Context: an optimization exercise on an open-source flow, tuned for small area. The choices shown serve that exercise and are no tape-out recipe. Function was checked by simulation only, so behaviour that the tests miss may differ from the original. Power is estimated from default activity; no workload was simulated.

<file path="flow/config.mk">
export PLATFORM = sky130hd
export DESIGN_NAME = MorseEncoder
export DESIGN_NICKNAME = MorseEncoder
export VERILOG_FILES = /design/flow/design.v
export SDC_FILE = /design/flow/constraint.sdc
export NUM_CORES = 4
export LEC_CHECK = 0
export CAP_MARGIN = 20
export CORE_MARGIN = 2
export CORE_UTILIZATION = 45
export SLEW_MARGIN = 20
</file>
<file path="flow/constraint.sdc">
create_clock -name core_clock -period 10.0 [get_ports {clk}]
set_input_delay 2.0000 -clock core_clock [delete_from_list [all_inputs] [get_ports {clk}]]
set_output_delay 2.0000 -clock core_clock [all_outputs]
set_load 0.01 [all_outputs]
</file>
<file path="flow/design.v">
module MorseEncoder(
	input  logic       clk,
	input  logic       rst_n,
	input  logic [4:0] address,
	output logic [7:0] read_data,
	input  logic       write_enable,
	input  logic [7:0] write_data,
	output logic [6:0] leds
	);
	localparam logic [2:0] S_IDLE  = 3'd0;
	localparam logic [2:0] S_LOAD  = 3'd1;
	localparam logic [2:0] S_CHECK = 3'd2;
	localparam logic [2:0] S_ON    = 3'd3;
	localparam logic [2:0] S_SHORT = 3'd5;
	localparam logic [2:0] S_LONG  = 3'd6;
	localparam logic [2:0] S_FIN   = 3'd7;
	logic [7:0]  data [0:31];
	logic [2:0] state;
	logic [4:0] index;    
	logic [2:0] elem;     
	logic [8:0] tmr;      
	logic idle, wr, fin;
	assign idle = (state == S_IDLE);
	assign wr = idle && write_enable;
	assign fin = (state == S_FIN);
	logic [31:0] adec;
	always_comb for (int i = 0; i < 32; i++) adec[i] = (address == i);
	always_ff @(negedge rst_n or posedge clk) begin
		if (!rst_n) begin
			for (int i = 0; i < 32; i++) data[i] <= 8'd0;
		end else begin
			for (int i = 0; i < 32; i++)
				if (fin) data[i] <= 8'd0;
				else if (wr && adec[i]) data[i] <= write_data;
		end
	end
	logic [31:0] isel;
	logic [7:0] ch;
	assign isel[0] = index == 5'd0;
	assign isel[1] = index == 5'd1;
	assign isel[2] = index == 5'd2;
	assign isel[3] = index == 5'd4;
	assign isel[4] = index == 5'd9;
	assign isel[5] = index == 5'd18;
	assign isel[6] = index == 5'd5;
	assign isel[7] = index == 5'd11;
	assign isel[8] = index == 5'd22;
	assign isel[9] = index == 5'd12;
	assign isel[10] = index == 5'd25;
	assign isel[11] = index == 5'd19;
	assign isel[12] = index == 5'd7;
	assign isel[13] = index == 5'd15;
	assign isel[14] = index == 5'd31;
	assign isel[15] = index == 5'd30;
	assign isel[16] = index == 5'd28;
	assign isel[17] = index == 5'd24;
	assign isel[18] = index == 5'd17;
	assign isel[19] = index == 5'd3;
	assign isel[20] = index == 5'd6;
	assign isel[21] = index == 5'd13;
	assign isel[22] = index == 5'd27;
	assign isel[23] = index == 5'd23;
	assign isel[24] = index == 5'd14;
	assign isel[25] = index == 5'd29;
	assign isel[26] = index == 5'd26;
	assign isel[27] = index == 5'd21;
	assign isel[28] = index == 5'd10;
	assign isel[29] = index == 5'd20;
	assign isel[30] = index == 5'd8;
	assign isel[31] = index == 5'd16;
	always_comb begin
		read_data = 8'd0;
		ch = 8'd0;
		for (int i = 0; i < 32; i++) begin
			read_data = read_data | ({8{adec[i]}} & data[i]);
			ch = ch | ({8{isel[i]}} & data[i]);
		end
	end
	logic       ok;
	logic [5:0] len;
	logic [4:0] code;
	always_comb begin
		ok = 1'b1;
		len = 6'd0;
		code = 5'b00000;
		case (ch)
			"0": begin len = 6'b100000; code = 5'b11111; end
			"1": begin len = 6'b100000; code = 5'b11110; end
			"2": begin len = 6'b100000; code = 5'b11100; end
			"3": begin len = 6'b100000; code = 5'b11000; end
			"4": begin len = 6'b100000; code = 5'b10000; end
			"5": begin len = 6'b100000; code = 5'b00000; end
			"6": begin len = 6'b100000; code = 5'b00001; end
			"7": begin len = 6'b100000; code = 5'b00011; end
			"8": begin len = 6'b100000; code = 5'b00111; end
			"9": begin len = 6'b100000; code = 5'b01111; end
			"A": begin len = 6'b000100; code = 5'b00010; end
			"B": begin len = 6'b010000; code = 5'b00001; end
			"C": begin len = 6'b010000; code = 5'b00101; end
			"D": begin len = 6'b001000; code = 5'b00001; end
			"E": begin len = 6'b000010; code = 5'b00000; end
			"F": begin len = 6'b010000; code = 5'b00100; end
			"G": begin len = 6'b001000; code = 5'b00011; end
			"H": begin len = 6'b010000; code = 5'b00000; end
			"I": begin len = 6'b000100; code = 5'b00000; end
			"J": begin len = 6'b010000; code = 5'b01110; end
			"K": begin len = 6'b001000; code = 5'b00101; end
			"L": begin len = 6'b010000; code = 5'b00010; end
			"M": begin len = 6'b000100; code = 5'b00011; end
			"N": begin len = 6'b000100; code = 5'b00001; end
			"O": begin len = 6'b001000; code = 5'b00111; end
			"P": begin len = 6'b010000; code = 5'b00110; end
			"Q": begin len = 6'b010000; code = 5'b01011; end
			"R": begin len = 6'b001000; code = 5'b00010; end
			"S": begin len = 6'b001000; code = 5'b00000; end
			"T": begin len = 6'b000010; code = 5'b00001; end
			"U": begin len = 6'b001000; code = 5'b00100; end
			"V": begin len = 6'b010000; code = 5'b01000; end
			"W": begin len = 6'b001000; code = 5'b00110; end
			"X": begin len = 6'b010000; code = 5'b01001; end
			"Y": begin len = 6'b010000; code = 5'b01101; end
			"Z": begin len = 6'b010000; code = 5'b00011; end
			default: ok = 1'b0;
		endcase
	end
	logic [5:0] eoh;
	assign eoh[0] = ~elem[2] & ~elem[0];
	assign eoh[1] = ~elem[1] &  elem[0];
	assign eoh[2] = ~elem[2] &  elem[1];
	assign eoh[3] =  elem[2] &  elem[0];
	assign eoh[4] =  elem[1] & ~elem[0];
	assign eoh[5] =  elem[2] & ~elem[1];
	logic last, dash;
	assign last = |(len & eoh);
	assign dash = |(code & eoh[4:0]);
	logic on_end, short_end, long_end;
	assign on_end = dash ? (tmr == 9'd130) : (tmr == 9'd239);
	assign short_end = (tmr == 9'd239);
	assign long_end = (tmr == 9'd358);
	always_ff @(posedge clk) begin
		if (state == S_ON ? on_end : (state != S_SHORT && state != S_LONG))
			tmr <= 9'd0;
		else
			tmr <= {tmr[7:0], ~(tmr[8] ^ tmr[4])};
	end
	always_ff @(posedge clk) begin
		if (state == S_LOAD) elem <= 3'd0;
		else if (state == S_SHORT && short_end) elem <= {elem[1:0], ~elem[2]};
	end
	always_ff @(posedge clk) begin
		if (idle) index <= 5'd1;
		else if (state == S_LONG && long_end)
			index <= {index[3:0], index[4] ^ index[2] ^ (index[3:0] == 4'd0)};
	end
	always_ff @(negedge rst_n or posedge clk) begin
		if (!rst_n) state <= S_IDLE;
		else begin
			case (state)
				S_IDLE:  if (data[0] == 8'd1) state <= S_LOAD;
				S_LOAD:  state <= (index == 5'd0) ? S_FIN : S_CHECK;
				S_CHECK: state <= !ok ? S_FIN : last ? S_LONG : S_ON;
				S_ON:    if (on_end) state <= S_SHORT;
				S_SHORT: if (short_end) state <= S_CHECK;
				S_LONG:  if (long_end) state <= S_LOAD;
				default: state <= S_IDLE;
			endcase
		end
	end
	assign leds = {7{state == S_ON}};
endmodule
</file>
<file path="flow/flow/run.sh">
#!/bin/bash
# Standard ORFS layout (the standard.sh) with these changes:
#  - ports buffered with buf_1 and a lighter clock tree (clkbuf_8 clusters, no
#    dummy loads).
# Each tool's output goes to the ORFS logs under orfs/logs; make's own output
# goes to standard.log here.
set -euo pipefail
HERE=$PWD
ABC_SCRIPT=$HERE/flow/area.abc
# cells kept out of ABC's mapping: weak NOR-type cells that the later
# repair otherwise has to buffer or upsize
DONT="nor4_1 nor4b_1 nor4bb_1 nor3b_1 nor3_1 nor2_1 a2111oi_0"
EXTRA=""
for c in $DONT; do EXTRA="$EXTRA -dont_use sky130_fd_sc_hd__$c"; done
sed -e "s#log_cmd abc {\*}\$abc_args#log_cmd abc {*}[concat [lreplace \$abc_args 1 1 $ABC_SCRIPT] {$EXTRA}]#" \
    -e "s#^  extract_fa .*#  \# extract_fa skipped#" \
  "$FLOW_HOME/scripts/synth.tcl" > synth_area.tcl
grep -q "$ABC_SCRIPT" synth_area.tcl
grep -q "extract_fa skipped" synth_area.tcl
sed "s#source \$::env(SCRIPTS_DIR)/synth.tcl#source $HERE/synth_area.tcl#" synth_recipe.tcl > synth_recipe_area.tcl
grep -q "synth_area.tcl" synth_recipe_area.tcl
CTS="-sink_clustering_enable -repair_clock_nets -dont_use_dummy_load -buf_list sky130_fd_sc_hd__clkbuf_8 -sink_clustering_size 14 -sink_clustering_max_diameter 60"
bash standard.sh SYNTH_SCRIPT="$HERE/synth_recipe_area.tcl" \
  BUFFER_PORTS_ARGS="-buffer_cell sky130_fd_sc_hd__buf_1" \
  CTS_ARGS="$CTS" finish > standard.log 2>&1
</file>
<file path="flow/flow/area.abc">
strash
&get -n
&fraig -x
&put
dc2
strash
&get -n
&dch -f
&nf -a -R 1000 -C 32 -p
&put
topo
stime -c
</file>
<file path="flow/standard.sh">
#!/bin/bash
# synth_recipe.tcl (not shown) runs the flow's synth.tcl, then flattens the netlist and writes it again
# the make line also repeats each setting of config.mk as NAME=value (left out here)
make -C /OpenROAD-flow-scripts/flow DESIGN_CONFIG=/design/flow/config.mk WORK_HOME=/design/flow/orfs CLKGATE_MAP_FILE= SYNTH_SCRIPT=/design/flow/synth_recipe.tcl "${@:-finish}"
</file>
==> run notes, run 1 <==
area of the multi-input gates=6251 µm²; fillers=2687; DR WL met2=29040 µm; Synth Register Bits=276; Die W=174.9 µm; Core Area=28700 µm²; endpoint type of the worst setup path=primary output; Slew @ Worst Pin=around 1.1 ns; top sig layer=met4; share of post-route cells with drive strength above 1=about 3.7%; number of H-tree levels=1; sequential element share of the synthesized area=approximately half; total global routing overflow=0; reg2reg start=index[4]; TritonCTS buffer count=29; initial core utilization=45.79%; Final TNS setup=0 ns; post-synthesis cell count=1391; io pins=31; Synth top area share=49.31%; Hold Path Class=reg -> reg; Crit path required time=8.00 ns; first-pass GRT wire length=97570 µm; number of global-route vias before repair=12844; Post-synth EDFFs=0; Clock Latency Late Sink=around 0.62 ns; Clock Skew=0.06611 ns; CTS tree=built; Critical Path AT=4.58 ns; cells taking the most area after synthesis=dfrtp_1 (49%), o21ai_0 (10%), nand2_1 (9.7%), a222oi_1 (8.8%), a22oi_1 (4.2%); Placer Congestion=1.064; power per cell area=around 240 nW/µm²; Vias/cell=approximately 7.5; die height=174.9 µm; All-Layer GR Usage=44.63%; met1 WL=25700 µm; Max VDD drop=between 0.15 and 0.2 mV; pin count of the biggest net entering global routing=78; Final min period=6.585 ns; postcts setup bufs=0; Reg area=6822 µm²; fin. max-slew vios=0; Mapped Area=13140 µm²; Post-CTS Resized=0; max_slew headroom=around a quarter; most numerous cell in the Yosys netlist=nand2_1; share of synthesized registers carrying an async set or reset=93.84%; Final ANT Viol Nets=0; Synthesized Nets=1407; Fmax achieved=151.9 MHz; fin util=49.52%; Ys Warns=2; most used flip-flop cell after synthesis=dfrtp_1; CTS Hold Buffers Added=0; # nets final=1474; DR vias=13774; critical path class=in -> out; # rows=a little over 60; Synth top cells by count=nand2_1 (339), o21ai_0 (272), dfrtp_1 (259); DRT iter0 DRCs=3228; Residual DRC=0; Leakage=0.006076 µW; CP Launch Point=address[4]; CP Launch Type=input pin; status=timing/DRC/antenna clean; Netlist cell types=48; Hold Violations, Final=0; Tcrit/Tclk final=65.85%; die area=30590 µm²; Area Growth Syn to Fin=8.149%; Root Driver=clkbuf_8; cell accounting for the most synthesized area=dfrtp_1; DR WL/cell=36.89 µm; Final HPWL DP=49380 µm; Syn Area/Cell=9.448 µm²; port bufs=30; Crit Path Max Fanout=32; RSZ-0062 raised after global routing=false; Max Cap Viol=0; initial antenna violation count=6; Worst Min Path Start=tmr[3]; clock slew at reported path FFs=0.05 ns; CTS sink count=around 280; Routed WL=68130 µm; TritonRoute pass-1 iters=13; metal3 WL=8735 µm; Longest Clk Path Bufs=3; Finish-stage setup viols=0
## cell usage in the layout, fill, tap and decap left out, drive strengths merged, types with 3 or more instances in the layout
master / instances
and3: 51
or2: 3
nor2: 9
and3b: 16
dfrtp: 259
nand3: 41
nand4: 21
a21oi: 53
a31oi: 4
nand2b: 12
o21ai: 272
clkbuf: 30
and2: 15
nor2b: 17
clkinv: 10
a22oi: 73
or4: 19
nand2: 339
o22ai: 6
diode: 7
dfxtp: 17
a222oi: 115
buf: 41
## kinds of logic (layout without fill, tap and decap cells)
kind of cell / count (synthesis) / count (layout) / synth area share [%]
other cells: 0 / 7 / 0
flops: 276 / 276 / 51.90
xor+xnor: 1 / 1 / 0.06665
buf+inv: 16 / 81 / 0.6283
mux: 1 / 1 / 0.08568
compound gates: 546 / 546 / 27.27
simple gates: 551 / 551 / 20.05
## layout make-up
class	count	area share, %
diodes	7	0.1232
clock buffers	29	2.808
inverters	10	0.2641
multi-input cells	1099	43.98
flip-flops and latches	276	47.99
well taps	384	3.380
repair buffers	42	1.452
## metrics by stage
stage	setup WS (ns)	area (µm²)	instances	total power, µW	hold WS [ns]
3_5_place_dp	3.480	13800	1811	2732	0.4683
2_1_floorplan	4.504	13140	1391	2149	0.4358
4_1_cts	3.458	14200	1840	3361	0.4715
3_3_place_gp	3.485	13800	1811	2718	0.4541
6_report	3.415	14210	1847	3431	0.4758
5_1_grt	3.122	14200	1841	3546	0.5054
## registers in the layout, indices dropped and copies added, names as in the netlist
register	count
tmr	9
state	3
elem	3
data	256
index	5
## layer usage
metal  vias to the layer above  track usage [%]
met5                         -                0
met3                       304            13.45
li1                       5538                -
met2                      1128            66.55
met4                         0            22.53
met1                      6804            59.13
## power by group
group	total, µW	internal [µW]	switching (µW)
clock network	635	256	380
registers	2060	1440	621
logic	738	233	505
total	3430	1930	1500
## worst paths after layout
| kind | slack [ns] | to | cells past startpoint |
|---|---|---|---|
| max | 3.42 | read_data[0] | 6 |
| min | 0.48 | tmr[4] | 1 |
| max reg2reg | 3.58 | state[1] | 16 |
| min reg2reg | 0.48 | tmr[4] | 1 |
| max in group asynchronous | 6.32 | data[5][5] | 3 |
| min in group asynchronous | 1.46 | data[27][2] | 1 |
## worst max-delay path, stage by stage
cell	delay (ns)
buf_1	0.64
and3b_1	0.44
a222oi_1	0.40
nand4_1	0.27
or4_1	0.64
buf_1	0.17
==> run 2, diff against run 1 <==
--- a/flow/flow/run.sh
+++ b/flow/flow/run.sh
@@ -2,3 +2,3 @@
 # Standard ORFS layout (the standard.sh) with these changes:
-#  - ports buffered with buf_1 and a lighter clock tree (clkbuf_8 clusters, no
+#  - ports buffered with buf_1 and a lighter clock tree (clkbuf_4 clusters, no
 #    dummy loads).
@@ -21,3 +21,3 @@
 grep -q "synth_area.tcl" synth_recipe_area.tcl
-CTS="-sink_clustering_enable -repair_clock_nets -dont_use_dummy_load -buf_list sky130_fd_sc_hd__clkbuf_8 -sink_clustering_size 14 -sink_clustering_max_diameter 60"
+CTS="-sink_clustering_enable -repair_clock_nets -dont_use_dummy_load -buf_list sky130_fd_sc_hd__clkbuf_4 -sink_clustering_size 9 -sink_clustering_max_diameter 40"
 bash standard.sh SYNTH_SCRIPT="$HERE/synth_recipe_area.tcl" \
==> run 2 against run 1 <==
Compared with the run above:
- clock skew decreased by 0.0078 ns
- sequential share of layout area increased by 0.29 points
- global-route usage increased by 0.24 points
- worst hold slack improved by 0.0065 ns
- sequential power about the same
- critical path type unchanged
- highest routed layer is now met5
==> run notes, run 2 <==
die area=30590 µm²; most numerous cell in the Yosys netlist=nand2_1; Reg area=6822 µm²; Root Driver=clkbuf_4; sequential element share of the synthesized area=51.90%; Synth Register Bits=approximately 280; endpoint type of the worst setup path=primary output; area of the multi-input gates=approximately 6300 µm²; Die W=174.9 µm; Clock Skew=0.05833 ns; Finish-stage setup viols=0; number of global-route vias before repair=approximately 13000; share of synthesized registers carrying an async set or reset=93.84%; DR WL/cell=36.86 µm; cell accounting for the most synthesized area=dfrtp_1; io pins=31; CTS tree=built; DP Worst Slack=3.480 ns; share of post-route cells with drive strength above 1=4.626%; most common cell after layout, fill and taps aside=nand2_1; max_slew headroom=about a fifth; Routed WL=68450 µm; first-pass GRT wire length=slightly below 100000 µm; worst path bufs/invs=2; fillers=2708; Residual DRC=0; initial antenna violation count=6; cells taking the most area after synthesis=dfrtp_1 (49%), o21ai_0 (10%), nand2_1 (9.7%), a222oi_1 (8.8%), a22oi_1 (4.2%); DRT iter0 DRCs=3271; CP Cell Sequence=buf_1 > and3b_1 > a222oi_1 > nand3_1 > or4_1 > buf_1; Tcrit/Tclk final=66.30%; # rows=62; Final HPWL DP=49380 µm; All-Layer GR Usage=44.87%; Hold Path Class=reg -> reg; fin. max-slew vios=0; Max VDD drop=approximately 0.16 mV; Netlist cell types=48; postcts setup bufs=0; crit-path leading delay family=simple AND/OR/NAND/NOR gates; die height=174.9 µm; total power=3370 µW; Crit Path Max Fanout=32; Clock Latency Late Sink=0.73 ns; Ys Warns=2; Fmax achieved=~150 MHz; RSZ-0062 raised after global routing=false; pin count of the biggest net entering global routing=78; clock slew at reported path FFs=around 0.090 ns; Hold Violations, Final=0; initial core utilization=45.79%; critical path class=in -> out; fin worst setup slack=3.370 ns; port bufs=30; Post-synth EDFFs=0; most used flip-flop cell after synthesis=dfrtp_1; # nets final=1488; Post-CTS Resized=0; Core Area=28700 µm²; Synth top cells by count=nand2_1 (339), o21ai_0 (272), dfrtp_1 (259); DR vias=around 14000; Max Cap Viol=0; Critical Path AT=4.63 ns; Final TNS setup=0 ns; Final ANT Viol Nets=0; CP most frequent cell=buf_1; largest registers=data x256, tmr x9, index x5; Crit path required time=8.00 ns; TritonRoute pass-1 iters=31; Synth top area share=approximately 49%; Vias/cell=between 7 and 8; Longest Clk Path Bufs=3; CP max-delay cell=buf_1; Syn Area/Cell=9.448 µm²; number of H-tree levels=2; total global routing overflow=0; CTS sink count=276; Final min period=6.630 ns; TritonCTS buffer count=43; Placer Congestion=between 1 and 1.5; hold_ws=between 0.4 and 0.5 ns; Slew @ Worst Pin=~1.2 ns; Biggest register=data; Area Growth Syn to Fin=7.492%; CTS Hold Buffers Added=0; DP Area=13800 µm²; CP Launch Type=input pin; most frequent cells in the layout=nand2_1 (337), o21ai_0 (272), dfrtp_1 (259); Mapped Area=13140 µm²; max reg flops=between 200 and 300; status=timing/DRC/antenna clean; Leakage=0.006065 µW; post-synthesis cell count=1391; Synthesized Nets=around 1400; CP peak stage delay=0.64 ns; power per cell area=238.6 nW/µm²; Design Area, Final=14130 µm²
run 2: cell counts after synthesis:
No cell type changed its count.
run 2: final timing paths:
kind	startpoint	endpoint	slack (ns)	cells after the start
min in group asynchronous	rst_n	data[27][2]	1.37	1
worst max-delay path	address[4]	read_data[7]	3.37	6
max in group asynchronous	rst_n	data[7][5]	6.37	3
worst min-delay path	tmr[3]	tmr[4]	0.48	1
worst min register to register	tmr[3]	tmr[4]	0.48	1
worst max register to register	index[4]	state[1]	3.54	16
run 2: through the flow:
step / instances / util [%]
global placement: 1811 / 48.07
CTS: 1854 / 49.19
detailed placement: 1811 / 48.07
floorplan: 1391 / -
global route: 1855 / 49.20
finish: 1857 / 49.22
run 2: cells by family (layout without fill, tap and decap cells):
logic type / after synthesis / count (layout) / share of synthesized area, %
muxes: 1 / 1 / 0.08568
and+or+nand+nor: 551 / 551 / 20.05
AOI/OAI and AO/OA: 546 / 546 / 27.27
other: 0 / 3 / 0
xor gates and xnor gates: 1 / 1 / 0.06665
DFF: 276 / 276 / 51.90
buffers and inverters: 16 / 95 / 0.6283
run 2: power by group:
group          internal, µW  switching [µW]  leakage (µW)
Combinational           233             503       0.00218
Clock                   197             375      0.000198
Sequential             1440             626       0.00369
Total                  1870            1500       0.00607
run 2: final cells by class:
cell class,count,share of cell area [%]
multi-input combinational,1099,44.25
timing repair buffer,42,1.461
clock buffer,43,2.285
antenna,3,0.05314
inverter,10,0.2657
tap,384,3.401
sequential,276,48.29
run 2: metal layers:
layer | routed length (µm) | vias to the layer above | GRT usage (%)
met4 | 4492 | 4 | 21.15
met1 | 25570 | 6817 | 59.80
met5 | 24 | - | 0
met3 | 9263 | 302 | 13.88
li1 | - | 5572 | -
met2 | 29100 | 1221 | 66.93
==> run 3, diff against run 2 <==
--- a/flow/design.v
+++ b/flow/design.v
@@ -27,10 +27,16 @@
 	always_comb for (int i = 0; i < 32; i++) adec[i] = (address == i);
+	logic ready, clr;
 	always_ff @(negedge rst_n or posedge clk) begin
-		if (!rst_n) begin
-			for (int i = 0; i < 32; i++) data[i] <= 8'd0;
-		end else begin
-			for (int i = 0; i < 32; i++)
-				if (fin) data[i] <= 8'd0;
-				else if (wr && adec[i]) data[i] <= write_data;
-		end
+		if (!rst_n) ready <= 1'b0;
+		else ready <= 1'b1;
+	end
+	assign clr = fin || !ready;
+	logic [31:0] we, hold;
+	always_comb for (int i = 0; i < 32; i++) begin
+		we[i] = wr && adec[i];
+		hold[i] = !we[i] && !clr;
+	end
+	always_ff @(posedge clk) begin
+		for (int i = 0; i < 32; i++)
+			data[i] <= ({8{we[i]}} & write_data) | ({8{hold[i]}} & data[i]);
 	end
@@ -74,3 +80,3 @@
 		for (int i = 0; i < 32; i++) begin
-			read_data = read_data | ({8{adec[i]}} & data[i]);
+			read_data = read_data | ({8{adec[i] && ready}} & data[i]);
 			ch = ch | ({8{isel[i]}} & data[i]);
@@ -158,3 +164,3 @@
 			case (state)
-				S_IDLE:  if (data[0] == 8'd1) state <= S_LOAD;
+				S_IDLE:  if (ready && data[0] == 8'd1) state <= S_LOAD;
 				S_LOAD:  state <= (index == 5'd0) ? S_FIN : S_CHECK;
==> run 3 against run 2 <==
Compared with the run above:
- worst setup slack worse by 0.70 ns
- routed wire length fell by 2.9%
- non-clock buffer count is 5 lower
- clock skew increased by 0.0043 ns
- critical path type unchanged
- critical endpoint is now read_data[0]
- largest cell class is now multi-input combinational cells
==> run notes, run 3 <==
Final ANT Viol Nets=0; Clock Latency Late Sink=0.71 ns; Routed WL=66460 µm; Fmax achieved=136.4 MHz; CP Launch Type=input pin; cell accounting for the most synthesized area=dfxtp_1; DRT iter0 DRCs=3188; share of synthesized registers carrying an async set or reset=roughly 1.4%; Die W=168.3 µm; # nets final=approximately 1200; post-synthesis cell count=about 1200; fin. max-slew vios=0; initial core utilization=45.47%; fin util=48.75%; CP Cell Sequence=buf_1 > nor2b_1 > or3b_1 > nor2b_1 > a222oi_1 > nand4_1 > or4_1 > buf_1; most numerous cell in the Yosys netlist=dfxtp_1; Biggest register=data; Compound-Gate Fraction of Synth Area=35.86%; largest family of logic cells by synthesized area=compound AO/OA/AOI/OAI gates; Crit path required time=8.00 ns; Final HPWL DP=49060 µm; Mapped Area=12150 µm²; Netlist cell types=44; io pins=31; Final min period=7.330 ns; simple-gate share of the synthesized area=around 18%; Root Driver=clkbuf_4; TritonCTS buffer count=40; Longest Clk Path Bufs=3; Crit Path Max Fanout=9; critical path class=in -> out; most used flip-flop cell after synthesis=dfxtp_1; Critical Path AT=around 5.3 ns; Residual DRC=0; hold_ws=0.4019 ns; most common cell after layout, fill and taps aside=dfxtp_1; share of post-route cells with drive strength above 1=roughly 9.9%; Finish-stage setup viols=0; Ys Warns=2; number of H-tree levels=2; Placer Congestion=1.084; CP max-delay cell=nor2b_1; Post-Synth Adder-Cell Area=0%; CP peak stage delay=roughly 0.84 ns; number of global-route vias before repair=11587; Post-synth EDFFs=0; Synth top cells by count=dfxtp_1 (273), a22o_1 (262), a222oi_1 (110); Max Cap Viol=0; Hold Violations, Final=0; die height=approximately 170 µm; CTS sink count=roughly 280; max_slew headroom=between 10% and 20%; Clock Skew=~0.063 ns; All-Layer GR Usage=45.69%; total global routing overflow=0; Syn Area/Cell=approximately 10 µm²; Max VDD drop=0.1460 mV; Hold Path Class=reg -> reg; Vias/cell=between 8 and 9; largest registers=data x256, tmr x9, index x5; fillers=2476; sequential element share of the synthesized area=45.79%; clock slew at reported path FFs=0.10 ns; mux share of post-synthesis cell area=0%; die area=around 28000 µm²; Synthesized Nets=between 1000 and 1500; most frequent cells in the layout=dfxtp_1 (273), a22o_1 (262), a222oi_1 (110); Synth Register Bits=277; CTS Hold Buffers Added=0; max reg flops=256; RSZ-0062 raised after global routing=false; TritonRoute pass-1 iters=10; port bufs=30; power per cell area=150.3 nW/µm²; Area Growth Syn to Fin=7.197%; Core Area=26730 µm²; endpoint type of the worst setup path=primary output; # rows=60; CTS tree=built; DR vias=12936; Slew @ Worst Pin=1.263 ns; total power=roughly 2000 µW; Final TNS setup=0 ns; Synth top area share=44.97%; postcts setup bufs=0; Post-CTS Resized=0; initial antenna violation count=4; DR WL/cell=42.17 µm; first-pass GRT wire length=about 92000 µm; Tcrit/Tclk final=73.30%; status=timing/DRC/antenna clean; pin count of the biggest net entering global routing=35; cells taking the most area after synthesis=dfxtp_1 (45%), a22o_1 (19%), a222oi_1 (9.1%), a22oi_1 (4.3%), nor2_2 (3.3%); post-synthesis xor/xnor area fraction=less than 1%; Leakage=0.004699 µW
run 3: power breakdown:
part	switching, µW	internal, µW
registers	40.0	1130
logic	172	63.9
clock network	370	183
total	582	1380
run 3: layout make-up:
| cell class | instances | area (µm²) | area share, % |
|---|---|---|---|
| diodes | 5 | 12.51 | 0.09604 |
| clock buffers | 40 | 300.3 | 2.305 |
| inverters | 11 | 41.29 | 0.3169 |
| multi-input cells | 865 | 6506 | 49.94 |
| flip-flops and latches | 277 | 5565 | 42.72 |
| well taps | 341 | 426.7 | 3.275 |
| repair buffers | 37 | 175.2 | 1.345 |
run 3: kinds of logic (layout without fill, tap and decap cells):
| logic type | count (synthesis) | after routing |
|---|---|---|
| compound gates | 508 | 508 |
| simple gates | 355 | 355 |
| flops | 277 | 277 |
| buf+inv | 17 | 88 |
| other cells | 1 | 6 |
| xor+xnor | 1 | 1 |
run 3: final timing paths:
| kind | from | endpoint | slack (ns) | depth (start not counted) |
|---|---|---|---|---|
| setup / recovery | address[0] | read_data[0] | 2.67 | 8 |
| min in group asynchronous | rst_n | state[2] | 1.09 | 1 |
| hold reg to reg | tmr[5] | tmr[6] | 0.40 | 1 |
| hold / removal | tmr[5] | tmr[6] | 0.40 | 1 |
| max in group asynchronous | rst_n | ready | 8.72 | 1 |
| setup reg to reg | index[4] | tmr[7] | 3.82 | 16 |
run 3: worst max-delay path, delay by kind of cell:
| family | cells | cell delay (ns) |
|---|---|---|
| AND/OR/NAND/NOR | 5 | 2.48 |
| buffers and inverters | 2 | 0.51 |
| AO/OA/AOI/OAI | 1 | 0.33 |
run 3: stage by stage:
stage | instance area (µm²) | setup WS [ns] | std cells
3_3_place_gp | 12710 | 2.850 | 1531
5_1_grt | 13020 | 2.771 | 1572
6_report | 13030 | 2.670 | 1576
3_5_place_dp | 12710 | 2.900 | 1531
2_1_floorplan | 12150 | 4.467 | 1159
4_1_cts | 13020 | 2.896 | 1571
run 3: routing by layer:
metal	global-route usage (%)	wire, µm
met1	61.80	25840
met2	63.39	26100
met3	15.44	9668
met4	25.75	4851
met5	0	0
==> run 4, diff against run 3 <==
--- a/flow/flow/run.sh
+++ b/flow/flow/run.sh
@@ -11,3 +11,3 @@
 # repair otherwise has to buffer or upsize
-DONT="nor4_1 nor4b_1 nor4bb_1 nor3b_1 nor3_1 nor2_1 a2111oi_0"
+DONT="nor4_1 nor4b_1 nor4bb_1 nor3b_1 nor3_1"
 EXTRA=""
==> run 4 against run 3 <==
Compared with the run above:
- largest power group unchanged
- die area down 1.4%
- global-route usage down 1.8 points
- critical path type unchanged
- worst hold slack better by 0.083 ns
- flip-flop and latch count unchanged
- first-iteration DRC count up 16%
- clock power down 3%
- via count down 0.19%
- still clean
- largest cell class unchanged
- clock skew down 0.027 ns
==> run notes, run 4 <==
status=timing/DRC/antenna clean; Crit Path Max Fanout=8; total power=1906 µW; Die W=167.1 µm; Synth top area share=45.65%; fin util=a little under 50%; postcts setup bufs=0; number of global-route vias before repair=11555; CP Launch Type=input pin; most frequent cells in the layout=dfxtp_1 (273), a22o_1 (263), nor2_1 (111); Hold Violations, Final=0; TritonRoute pass-1 iters=13; share of synthesized registers carrying an async set or reset=1.444%; Synth Register Bits=around 280; Residual DRC=0; cell accounting for the most synthesized area=dfxtp_1; die area=approximately 28000 µm²; Slew @ Worst Pin=1.154 ns; Post-synth EDFFs=0; TritonCTS buffer count=38; Critical Path AT=5.21 ns; sequential element share of the synthesized area=about 46%; Max Cap Viol=0; most numerous cell in the Yosys netlist=dfxtp_1; Syn Area/Cell=approximately 10 µm²; DR WL/cell=39.53 µm; fin. max-slew vios=0; Max VDD drop=0.1284 mV; hold path endpoint=tmr[1]; cells taking the most area after synthesis=dfxtp_1 (46%), a22o_1 (19%), a222oi_1 (9.2%), a22oi_1 (4.0%), nor2_1 (3.5%); pin count of the biggest net entering global routing=35; io pins=31; post-synthesis cell count=approximately 1200; Fmax achieved=138.6 MHz; Final ANT Viol Nets=0; # rows=59; largest registers=data x256, tmr x9, index x5; total global routing overflow=0; endpoint type of the worst setup path=primary output; DRT iter0 DRCs=~3700; critical path class=in -> out; Vias/cell=a little over 8; RR Endpoint=tmr[6]; Final HPWL DP=45820 µm; Area Growth Syn to Fin=7.545%; Core Area=between 20000 and 30000 µm²; Biggest register=data; Synth top cells by count=dfxtp_1 (273), a22o_1 (263), nor2_1 (111); RSZ-0062 raised after global routing=false; die height=167.1 µm; Crit path required time=8.00 ns; Longest Clk Path Bufs=3; Final min period=just over 7 ns; max_slew headroom=23.08%; Root Driver=clkbuf_4; CP Launch Point=address[1]; # nets final=1271; All-Layer GR Usage=43.87%; port bufs=30; first-pass GRT wire length=88560 µm; Post-CTS Resized=0; power per cell area=roughly 150 nW/µm²; reg2reg start=index[4]; R2R depth=18; most used flip-flop cell after synthesis=dfxtp_1; CTS tree=built; CTS Hold Buffers Added=0; Clock Latency Late Sink=0.64 ns; Finish-stage setup viols=0; Hold Path Class=reg -> reg; Synthesized Nets=1192; Mapped Area=11970 µm²; Leakage=0.004664 µW; Hold Crit Depth=1; Tcrit/Tclk final=72.13%; DR vias=approximately 13000; Worst Min Path Start=tmr[0]; Netlist cell types=45; most common cell after layout, fill and taps aside=dfxtp_1; max reg flops=256; initial antenna violation count=4; Clock Skew=0.03531 ns; CTS sink count=277; number of H-tree levels=2; reg2reg setup slack=3.81 ns; clock slew at reported path FFs=0.09 ns; Final TNS setup=0 ns; share of post-route cells with drive strength above 1=5.028%; Routed WL=around 63000 µm; Ys Warns=2; initial core utilization=a little under half; Placer Congestion=1.164
-- run 4: changes by cell type after synthesis, moves of 7 or more --
| cell | change |
|---|---|
| nor2_1 | +111 |
| clkinv_1 | -7 |
| and4b_1 | -11 |
| nor2_2 | -65 |
| and2_0 | +8 |
| and3_1 | -15 |
| nand3_1 | -16 |
| nand2_1 | +22 |
| nor2b_1 | -9 |
-- run 4: worst max-delay path by stage --
| stage | cells after the start | to |
|---|---|---|
| finish | 10 | read_data[7] |
| global route | 10 | read_data[7] |
| CTS | 10 | read_data[7] |
| detailed placement | 10 | read_data[7] |
| global placement | 10 | read_data[7] |
| floorplan | 8 | read_data[7] |
-- run 4: per-stage QoR --
| stage | instances | hold WS [ns] | area [µm²] | worst slack [ns] |
|---|---|---|---|---|
| global route | 1589 | 0.5173 | 12870 | 2.808 |
| CTS | 1588 | 0.4906 | 12870 | 3.084 |
| floorplan | 1176 | 0.4367 | 11970 | 4.471 |
| detailed placement | 1550 | 0.4658 | 12590 | 3.093 |
| finish | 1590 | 0.4846 | 12880 | 2.787 |
| global placement | 1550 | 0.4592 | 12590 | 3.088 |
-- run 4: worst max-delay path, stage by stage --
cell,delay [ns]
buf_1,0.24
nor2b_1,0.56
nand3b_1,0.37
nor2b_1,0.85
a222oi_1,0.39
a21boi_0,0.27
nand4_1,0.17
nor2_1,0.05
nand4_1,0.14
buf_1,0.17
-- run 4: power by group --
part | internal (µW) | total (µW) | switching [µW] | leakage [µW]
Combinational | 51.0 | 204 | 153 | 0.00224
Clock | 175 | 535 | 360 | 0.000175
Sequential | 1130 | 1170 | 39.0 | 0.00225
Total | 1350 | 1910 | 552 | 0.00466
-- run 4: cells by family (layout without fill, tap and decap cells) --
logic type / after synthesis / count (layout) / share of synthesized area, %
other: 1 / 3 / 0.03132
muxes: 6 / 6 / 0.5016
xor gates and xnor gates: 1 / 1 / 0.07317
DFF: 277 / 277 / 46.48
buffers and inverters: 10 / 87 / 0.5016
and+or+nand+nor: 387 / 387 / 16.62
AOI/OAI and AO/OA: 494 / 494 / 35.79
-- run 4: area by class of cell --
type                    instances  area (µm²)
clock buffers                  38       285.3
fillers                      2467       13180
inverters                       4       15.01
well taps                     335       419.2
multi-input cells             889        6351
flip-flops and latches        277        5565
diodes                          2       5.005
repair buffers                 45       235.2
-- run 4: metal layers --
layer | vias up | GRT usage (%) | routed length [µm]
met4 | 0 | 24.66 | 5037
met3 | 295 | 15.55 | 9401
met2 | 1229 | 59.60 | 24050
met1 | 6238 | 60.03 | 24370
li1 | 5150 | - | -
met5 | - | 0.6957 | 0

## separate check: timing with driven ports
How much do the figures lean on ideal ports? The routed layouts below were timed once more, with nothing changed but the port constraints.
Step 1 sets driving cells, clkbuf_16 on the clock port and buf_2 on the other inputs (assumed; they add their load-dependent delay and slew).
Step 2 times the ports against the registers' clock, not the clock port: input delays grow and output delays shrink by t, the midpoint of the rising clock arrivals with the driver on.
Three values: ideal ports, drivers, drivers and shift; two values: the first two.
run | t (ns) | setup slack, ns | worst setup path at the end | worst register clock-pin slew, ns
run 1 | 0.647 | 3.415 / 3.390 / 3.390 | input to output | 0.10 / 0.10
run 2 | 0.716 | 3.370 / 3.345 / 3.345 | input to output | 0.10 / 0.10
run 3 | 0.726 | 2.670 / 2.642 / 2.642 | input to output | 0.11 / 0.11
run 4 | 0.684 | 2.787 / 2.747 / 2.747 | input to output | 0.10 / 0.10
After both steps setup and hold are still met in every run listed. The setup slack of run 4, which loses most, moves by -0.040 ns with the drivers and by -0.040 ns with both steps.
